From an optimization exercise on the open Yosys and OpenROAD flow, aimed at small area; shortcuts taken in it are not production practice.
Only simulation tests tie the RTL to the original design; equivalence was not proved.
Power figures rest on the tool's default switching activity, not on a simulated workload.

===== flow/design.v =====
`timescale 1ns/1ps
module bcd2sseg (
        input  wire  [3:0] bcd,
        output logic [6:0] sseg
    );
    localparam SSEG_0 = 7'b1000000;
    localparam SSEG_1 = 7'b1111001;
    localparam SSEG_2 = 7'b0100100;
    localparam SSEG_3 = 7'b0110000;
    localparam SSEG_4 = 7'b0011001;
    localparam SSEG_5 = 7'b0010010;
    localparam SSEG_6 = 7'b0000010;
    localparam SSEG_7 = 7'b1111000;
    localparam SSEG_8 = 7'b0000000;
    localparam SSEG_9 = 7'b0010000;
    localparam SSEG_X = SSEG_2 | SSEG_5;
    always_comb
        case(bcd)
            4'd0 : sseg    = SSEG_0;
            4'd1 : sseg    = SSEG_1;
            4'd2 : sseg    = SSEG_2;
            4'd3 : sseg    = SSEG_3;
            4'd4 : sseg    = SSEG_4;
            4'd5 : sseg    = SSEG_5;
            4'd6 : sseg    = SSEG_6;
            4'd7 : sseg    = SSEG_7;
            4'd8 : sseg    = SSEG_8;
            4'd9 : sseg    = SSEG_9;
            default : sseg = SSEG_X;
        endcase
endmodule
`timescale 1ns / 1ps
module stopwatch
    (
        input  wire       clk100MHz,  
        input  wire       rst,        
        input  wire       start,      
        input  wire       stop,       
        input  wire [7:0] sw,         
        output wire [6:0] sseg_ca,    
        output wire [3:0] sseg_an,    
        output wire [9:0] LED         
    );
    logic [10:0] t;
    wire tick_disp  = &t[2:0];
    wire tick_count = (t[5:0] == 6'd35);
    always_ff @(posedge clk100MHz, posedge rst)
        if (rst) t <= 11'd4;
        else     t <= t + 11'd1;
    logic       running;
    logic [3:0] d0, d1, d2, d3;   
    logic [2:0] d4;               
    wire run_nxt = (start & ~stop) | (running & ~(stop & ~start));
    wire inc     = tick_count & run_nxt;
    wire c0   = inc & (d0 == 4'd9);
    wire c1   = c0 & (d1 == 4'd9);
    wire c2   = c1 & (d2 == 4'd9);
    wire c3   = c2 & (d3 == 4'd9);
    wire wrap = (d4 == 3'd6) & (d3 == 4'd5) & (d2 == 4'd5) & (d1 == 4'd3) & (d0 == 4'd5);
    always_ff @(posedge clk100MHz, posedge rst)
        if (rst) running <= 1'b0;
        else if (tick_count) running <= run_nxt;
    always_ff @(posedge clk100MHz, posedge rst)
        if (rst) begin
            d0 <= '0; d1 <= '0; d2 <= '0; d3 <= '0; d4 <= '0;
        end
        else if (inc) begin
            if (wrap) begin
                d0 <= '0; d1 <= '0; d2 <= '0; d3 <= '0; d4 <= '0;
            end
            else begin
                d0 <= c0 ? 4'd0 : d0 + 4'd1;
                if (c0) d1 <= c1 ? 4'd0 : d1 + 4'd1;
                if (c1) d2 <= c2 ? 4'd0 : d2 + 4'd1;
                if (c2) d3 <= c3 ? 4'd0 : d3 + 4'd1;
                if (c3) d4 <= d4 + 3'd1;
            end
        end
    wire [1:0] pos = t[4:3];
    logic [3:0] digit;
    always_comb
        case (pos)
            2'd0: digit = d0;
            2'd1: digit = d1;
            2'd2: digit = d2;
            default: digit = d3;
        endcase
    bcd2sseg u_bcd2sseg (.bcd(digit), .sseg(sseg_ca));
    logic pwm_flag;
    always_ff @(posedge clk100MHz, posedge rst)
        if (rst) pwm_flag <= 1'b0;
        else if (tick_disp) pwm_flag <= (t[10:3] < sw);
    assign sseg_an[0] = ~(pos == 2'd0) | pwm_flag;
    assign sseg_an[1] = ~(pos == 2'd1) | pwm_flag;
    assign sseg_an[2] = ~(pos == 2'd2) | pwm_flag;
    assign sseg_an[3] = ~(pos == 2'd3) | pwm_flag;
    logic [12:0] minute_count;
    logic [3:0]  step;           
    always_ff @(posedge clk100MHz, posedge rst)
        if (rst) begin
            minute_count <= '0;
            step         <= '0;
        end
        else if (tick_count) begin
            if (minute_count == 13'd6000) begin
                minute_count <= '0;
                step         <= step[3] ? 4'd0 : step + 4'd1;
            end
            else
                minute_count <= minute_count + 13'd1;
        end
    genvar i;
    generate
        for (i = 0; i < 8; i = i + 1) begin : g_led
            assign LED[i] = (step > i);
        end
    endgenerate
    assign LED[9:8] = 2'b00;
endmodule

===== flow/run.sh =====
#!/bin/bash
# synth_recipe.tcl (not shown) runs the flow's synth.tcl, then flattens the netlist and writes it again
# the make line also repeats each setting of config.mk as NAME=value (left out here)
make -C /OpenROAD-flow-scripts/flow DESIGN_CONFIG=/design/flow/config.mk WORK_HOME=/design/flow/orfs CLKGATE_MAP_FILE= SYNTH_SCRIPT=/design/flow/synth_recipe.tcl finish

===== flow/config.mk =====
export PLATFORM = sky130hd
export DESIGN_NAME = stopwatch
export DESIGN_NICKNAME = stopwatch
export VERILOG_FILES = /design/flow/design.v
export SDC_FILE = /design/flow/constraint.sdc
export NUM_CORES = 4
export LEC_CHECK = 0
export CAP_MARGIN = 20
export CORE_MARGIN = 2
export CORE_UTILIZATION = 40
export SLEW_MARGIN = 20

===== flow/constraint.sdc =====
create_clock -name core_clock -period 12.5 [get_ports {clk100MHz}]
set_input_delay 2.5000 -clock core_clock [delete_from_list [all_inputs] [get_ports {clk100MHz}]]
set_output_delay 2.5000 -clock core_clock [all_outputs]
set_load 0.01 [all_outputs]

==> impl_metrics.json <==
{
  "core_mm2": 0.00765,
  "fin_cells": 464,
  "cts_root_buffer": "clkbuf_8",
  "cts_hold_buf": 0,
  "fmax_mhz": 192,
  "synth_edf_count": 0,
  "syn2layout_area_growth_pct": 14.6,
  "ff_latch_area_mm2": 0.00123,
  "setup_viol": 0,
  "grt_pass1_vias": 2352,
  "p_total_mw": 0.267,
  "layout.nets": 401,
  "nFillCells": 751,
  "multi_input_area_mm2": 0.00174,
  "syn_area_per_cell_um2": 9.31,
  "antenna_found_initial": 0,
  "remaining_drc_errors": 0,
  "cts-resized-gates": 0,
  "irDropWorstVdd_uv": 31.6,
  "hpwl_um": 4290,
  "wire_per_inst_um": 13.0,
  "post-route-period-util_pct": 41.7,
  "power_leakage_nw": 1.54,
  "diodes": 0,
  "yosys_warnings": 2,
  "detail_route.first_pass.iterations": 4,
  "synth_cells": 335,
  "die_y_um": 92.3,
  "clock_path_buffers": 2,
  "ys_dominant_reg_cell": "dfrtp_1",
  "rows": 32,
  "reg2reg_to": "d2[0]$_DFFE_PP0P_",
  "r2r-start": "t[4]$_DFF_PP0_",
  "viasPerCell": 5.26,
  "io-pin-count": 33,
  "drtIter0Drc": 172,
  "grt-ovfl-total": 0,
  "ant_nets": 0,
  "mostFrequentLayoutCell": "dfrtp_1",
  "r2r_cells": 5,
  "initial_core_util_pct": 40.8,
  "hold_end": "t[0]$_DFF_PP0_",
  "h-tree-depth": 2,
  "die_area_mm2": 0.00852,
  "track_usage_pct": 15.6,
  "final_cell_mix": "dfrtp_1, nand2_1, clkdlybuf4s50_1, nor2_1, ha_1",
  "critical_path_arrival_ps": 2710,
  "timing.max_cap.violations": 0,
  "path_class": "reg -> out",
  "required_ps": 10000,
  "min-delay-start": "t[0]$_DFF_PP0_",
  "rsz0062_at_grt": "no",
  "drive_gt1_share_pct": 5.80,
  "fin_skew_ps": 6.71,
  "reg2reg_slack_ps": 9600,
  "startpoint_type": "flop",
  "place_congestion": 0.826,
  "cts_tree": "done",
  "die_w_um": 92.3,
  "clock_latency_ps": 310,
  "tns_ps": 0,
  "grt_max_degree": 50,
  "dp.cells": 456,
  "status": "timing/DRC/antenna clean",
  "cts_num_sinks": 49,
  "path_max_fanout": 12,
  "slew_violations": 0,
  "post_cts_buffers": 0,
  "synthArstFlopShare_pct": 100,
  "tightest_slew_ps": 870,
  "grt_pass1_wl_um": 10800,
  "hold_depth": 1,
  "final_hold_viol_count": 0,
  "vias": 2441,
  "wl_um": 6010,
  "slew-limit-headroom_pct": 41.9,
  "p_per_area_mw_per_mm2": 74.6,
  "ys_seq_area_share_pct": 39.4,
  "cp-end-kind": "primary output",
  "clkTransAtPathRegs_ps": 100,
  "portBuffers": 30,
  "period_needed_ps": 5210,
  "synth-seq-cells": 49,
  "min_path_type": "reg -> reg",
  "synth_cell_types": 51,
  "numCtsBuffers": 5,
  "synth_area_mm2": 0.00312
}
-- where the power goes --
part	total, mW	switching, mW	internal, mW
registers	0.159	0.000445	0.159
logic	0.00994	0.00534	0.00460
clock network	0.0975	0.0577	0.0398
total	0.267	0.0635	0.203
-- state kept, by name, summed over array words and instances, names as in the netlist --
register,cells
d3,4
d2,4
pwm_flag,1
d4,3
d1,4
t,11
step,4
minute_count,13
d0,4
running,1
-- routing by layer --
metal / GRT usage, % / vias up / routed length [µm]
li1: - / 1234 / -
met4: 4.98 / 0 / 88
met2: 24.1 / 45 / 2650
met5: 0 / - / 0
met1: 22.2 / 1154 / 3090
met3: 2.93 / 8 / 177
-- metrics by stage --
step | utilization (%) | hold slack [ps] | setup WS, ps | area [µm²]
2_1_floorplan | - | 422 | 8150 | 3120
3_3_place_gp | 45.6 | 441 | 7660 | 3480
3_5_place_dp | 45.6 | 450 | 7610 | 3480
4_1_cts | 46.7 | 465 | 7250 | 3570
5_1_grt | 46.8 | 502 | 7080 | 3580
6_report | 46.8 | 465 | 7290 | 3580
-- worst max-delay path, stage by stage, from the launching register on --
cell	delay (ps)
dfrtp_1	690
mux4_2	650
inv_1	90
ha_1	160
nor2_1	50
a211oi_1	190
clkdlybuf4s50_1	560
-- synthesized netlist by cell type, types with 5 or more instances --
cell type  count  area (µm²)
dfrtp_1       48        1200
nand2_1       32         120
nor2_1        29         109
ha_1          28         350
inv_1         24        90.1
o21ai_0       21         105
nand3_1       20         100
o21ai_1       11        55.1
nand2b_1       9        56.3
xnor2_1        9        78.8
a21oi_1        7        35.0
nand4_1        7        43.8
o31ai_1        7        52.6
xor2_1         7        61.3
clkbuf_1       6        22.5
nand3b_1       5        37.5
nor3_1         5        25.0
or3_1          5        31.3
-- cell type report --
| cell class | count | share of cell area, % |
|---|---|---|
| sequential | 49 | 34.3 |
| multi-input combinational | 251 | 48.6 |
| tap | 102 | 3.57 |
| clock buffer | 5 | 1.92 |
| inverter | 24 | 2.55 |
| clock inverter | 3 | 0.595 |
| timing repair buffer | 30 | 8.40 |
-- kinds of logic (layout without fill, tap and decap cells) --
group | Yosys count | after routing | share of synthesized area [%]
compound gates | 64 | 64 | 12.4
xor+xnor | 16 | 16 | 4.49
fa+ha+maj | 28 | 28 | 11.2
buf+inv | 36 | 62 | 5.01
flops | 49 | 49 | 39.4
mux | 6 | 6 | 3.53
other cells | 1 | 2 | 0.120
simple gates | 135 | 135 | 23.8
-- worst max-delay path by stage --
stage,depth (start not counted),from,slack (ps),to
finish,6,t[4]$_DFF_PP0_,7290,sseg_ca[3]
global route,6,t[4]$_DFF_PP0_,7080,sseg_ca[3]
CTS,6,t[4]$_DFF_PP0_,7250,sseg_ca[3]
detailed placement,6,t[4]$_DFF_PP0_,7610,sseg_ca[3]
global placement,6,t[4]$_DFF_PP0_,7660,sseg_ca[3]
floorplan,6,t[4]$_DFF_PP0_,8150,sseg_ca[3]

==> what the ideal ports hide <==
In the flow no input, the clock included, has a driving cell. The finished layout below was timed again as built, in two steps. Step 1 (the two cells are an assumption about what drives the block):
set clk [get_ports {clk100MHz}]
set_driving_cell -lib_cell sky130_fd_sc_hd__clkbuf_16 $clk
set_driving_cell -lib_cell sky130_fd_sc_hd__buf_2 [delete_from_list [all_inputs] $clk]
Step 2 moves the port delays by t, midway between the first and last clock arrival at a register: inputs arrive t later, outputs are due t later. That takes back most of the time a late clock gives input paths. Slacks: no drivers / after step 1 / after step 2; pairs: no drivers / after step 1.
shift t [ns]: 0.338
setup WS [ns]: 7.288 / 7.258 / 7.595
hold slack, ns: 0.465 / 0.465 / 0.465
clock arrival spread, ns: 0.007 / 0.007
After both steps setup and hold are still met in this run. For this run, drivers alone change the setup slack by -0.030 ns; drivers and shift together by +0.307 ns.
